This is an optimization exercise on Yosys and OpenROAD, whose aim is small area, a short achievable clock period and few clock cycles per item, not a production implementation. Only simulation tests tie the RTL to the original design; equivalence was not proved. Power figures rest on the tool's default switching activity, not on a simulated workload.

==> flow/design.v (excerpt) <==
module md5(
  input          clock,
  input          reset,
  input  [127:0] io_in,
  input          io_in_valid,
  output [127:0] io_out,
  output         io_out_valid,
  output         io_ready
);
  reg [127:0] msg;
  reg [31:0]  b, c, d, p;
  reg [5:0]   cnt;
  reg         busy, ovalid;
  reg [1:0]   ms;               
  reg         mz;               
  reg         ready;            
  wire last = (cnt == 6'd63);
  assign io_ready = ready;
  wire accept = io_ready & io_in_valid;
  assign io_out_valid = ovalid;
  assign io_out = {p, b, c, d};
  reg         lastf;            
  reg         l62;              
  wire [5:0] cn = io_ready ? 6'd0 : cnt + 6'd1;
  reg [1:0] ran;
  always @* begin
    case ({cn[5:4], cn[1:0]})
      4'd0: ran = 2'd3;
      4'd1: ran = 2'd3;
      4'd2: ran = 2'd3;
      4'd3: ran = 2'd2;
      4'd4: ran = 2'd1;
      4'd5: ran = 2'd0;
      4'd6: ran = 2'd0;
      4'd7: ran = 2'd0;
      4'd8: ran = 2'd0;
      4'd9: ran = 2'd2;
      4'd10: ran = 2'd2;
      4'd11: ran = 2'd3;
      4'd12: ran = 2'd2;
      4'd13: ran = 2'd1;
      4'd14: ran = 2'd1;
      4'd15: ran = 2'd1;
      default: ran = 2'd0;
    endcase
  end
  wire [3:0] frn = 4'b0001 << cn[5:4];
  wire [3:0] ran1 = 4'b0001 << ran;
  wire [3:0] rbn1 = 4'b0001 << cn[1:0];
  reg [0:0] first_0_q;  always @(posedge clock) first_0_q <= io_ready;
  wire [0:0] first_0 = first_0_q;
  reg [0:0] first_1_q;  always @(posedge clock) first_1_q <= ~(io_ready);
  wire [0:0] first_1 = ~first_1_q;
  reg [0:0] first_2_q;  always @(posedge clock) first_2_q <= (io_ready) | {1{reset}};
  wire [0:0] first_2 = first_2_q;
  reg [0:0] first_3_q;  always @(posedge clock) first_3_q <= ~((io_ready) | {1{reset}});
  ...
Settings: LEC_CHECK=0, ABC_AREA=1, CAP_MARGIN=20, CORE_MARGIN=2, CORE_UTILIZATION=44, SLEW_MARGIN=20; clock period 17.0 ns.
standard.sh (not shown) runs the stock make flow with config.mk's settings and CLKGATE_MAP_FILE= SYNTH_SCRIPT=/design/flow/synth_recipe.tcl, a recipe that flattens the netlist after the stock synthesis.
==> flow/flow/run.sh <==
#!/bin/bash
set -o pipefail
cd "$(dirname "$0")/.."
export BUFFER_PORTS_ARGS="-buffer_cell sky130_fd_sc_hd__buf_1"
SETUP_SLACK_MARGIN=12.6 bash standard.sh cts > standard_cts.log 2>&1 || exit 1
SETUP_SLACK_MARGIN=12.6 bash standard.sh > standard.log 2>&1
The starting point finished with timing, DRC and antenna clean.
Testbench counts at the start, summed over its fixed seeds: cycles 51,216, items 800.
==> next run, changes <==
==> flow/flow/run.sh (replaced) <==
#!/bin/bash
set -o pipefail
cd "$(dirname "$0")/.."
export SETUP_SLACK_MARGIN=12.3
export BUFFER_PORTS_ARGS="-buffer_cell sky130_fd_sc_hd__buf_1"
bash standard.sh > standard.log 2>&1
- CORE_UTILIZATION: 44 -> 50
The changed run finished clean.
Via count is about the same.
Synthesized cell count does not change.
Setup slack gets worse by 0.088 ns.
Power drops by 13%.
==> next run, changes <==
==> flow/flow/run.sh (replaced) <==
#!/bin/bash
set -o pipefail
cd "$(dirname "$0")/.."
export BUFFER_PORTS_ARGS="-buffer_cell sky130_fd_sc_hd__buf_1"
SETUP_SLACK_MARGIN=12.4 bash standard.sh cts > standard_cts.log 2>&1 || exit 1
SETUP_SLACK_MARGIN=12.1 bash standard.sh > standard.log 2>&1
- CORE_UTILIZATION: 50 -> 56
Effect: The changed run passed the timing, design-rule and antenna checks; first-iteration DRC count came out higher by 42%; combinational power goes down by about 3%; design area came out lower by 2.7%.
==> next run, changes <==
- CORE_UTILIZATION: 56 -> 44
- PLACE_DENSITY: default -> 0.5
Effect:
- The changed run ran to the end with no violations
- global-route usage fell by 9.7 points
- worst setup slack is better by 0.11 ns
- sequential cell count is unchanged
- combinational power barely changes
- non-clock buffer count rose by 12
- area after synthesis does not change
- cell area rose slightly
- count of clock-buffer cells in the layout rose by 5
- wire length hardly moves
- via count fell by a few percent
==> next run, changes <==
==> flow/flow/run.sh (replaced) <==
#!/bin/bash
set -o pipefail
cd "$(dirname "$0")/.."
export BUFFER_PORTS_ARGS="-buffer_cell sky130_fd_sc_hd__buf_1"
SETUP_SLACK_MARGIN=12.2 bash standard.sh cts > standard_cts.log 2>&1 || exit 1
SETUP_SLACK_MARGIN=12.2 bash standard.sh > standard.log 2>&1
- CORE_UTILIZATION: 44 -> 50
- PLACE_DENSITY: 0.5 -> default
Global-route usage rose by 4.0 points.
Final area is about the same.
Worst hold slack is about the same.
Total power rose slightly.
Count of clock-buffer cells in the layout rose by 4.
Non-clock buffer count rose by 4.
Worst setup slack is better by 0.0052 ns.

[what the ideal ports hide]
No port has a modelled driver above. Below, the same layouts with a new extraction and two added sets of constraints.
Step 1 sets driving cells, clkbuf_16 on the clock port and buf_2 on the other inputs (assumed; they add their load-dependent delay and slew).
Step 2 also shifts input and output timing later by t, the mid clock arrival at the registers, as if the neighbouring blocks saw the same clock.
a / b / c = ideal ports / drivers / drivers and shift; a / b = the first two.
run	t (ns)	slack for setup (ns)	worst data-port slew with drivers (ns)
the first run	0.652	12.313 / 12.243 / 12.360	0.07
the second run	0.629	12.225 / 12.225 / 12.225	0.06
the third run	0.609	12.101 / 12.101 / 12.101	0.12
the fourth run	0.625	12.209 / 12.209 / 12.209	0.06
the fifth run	0.635	12.215 / 12.153 / 12.235	0.06
After both steps setup and hold are still met in every run listed.
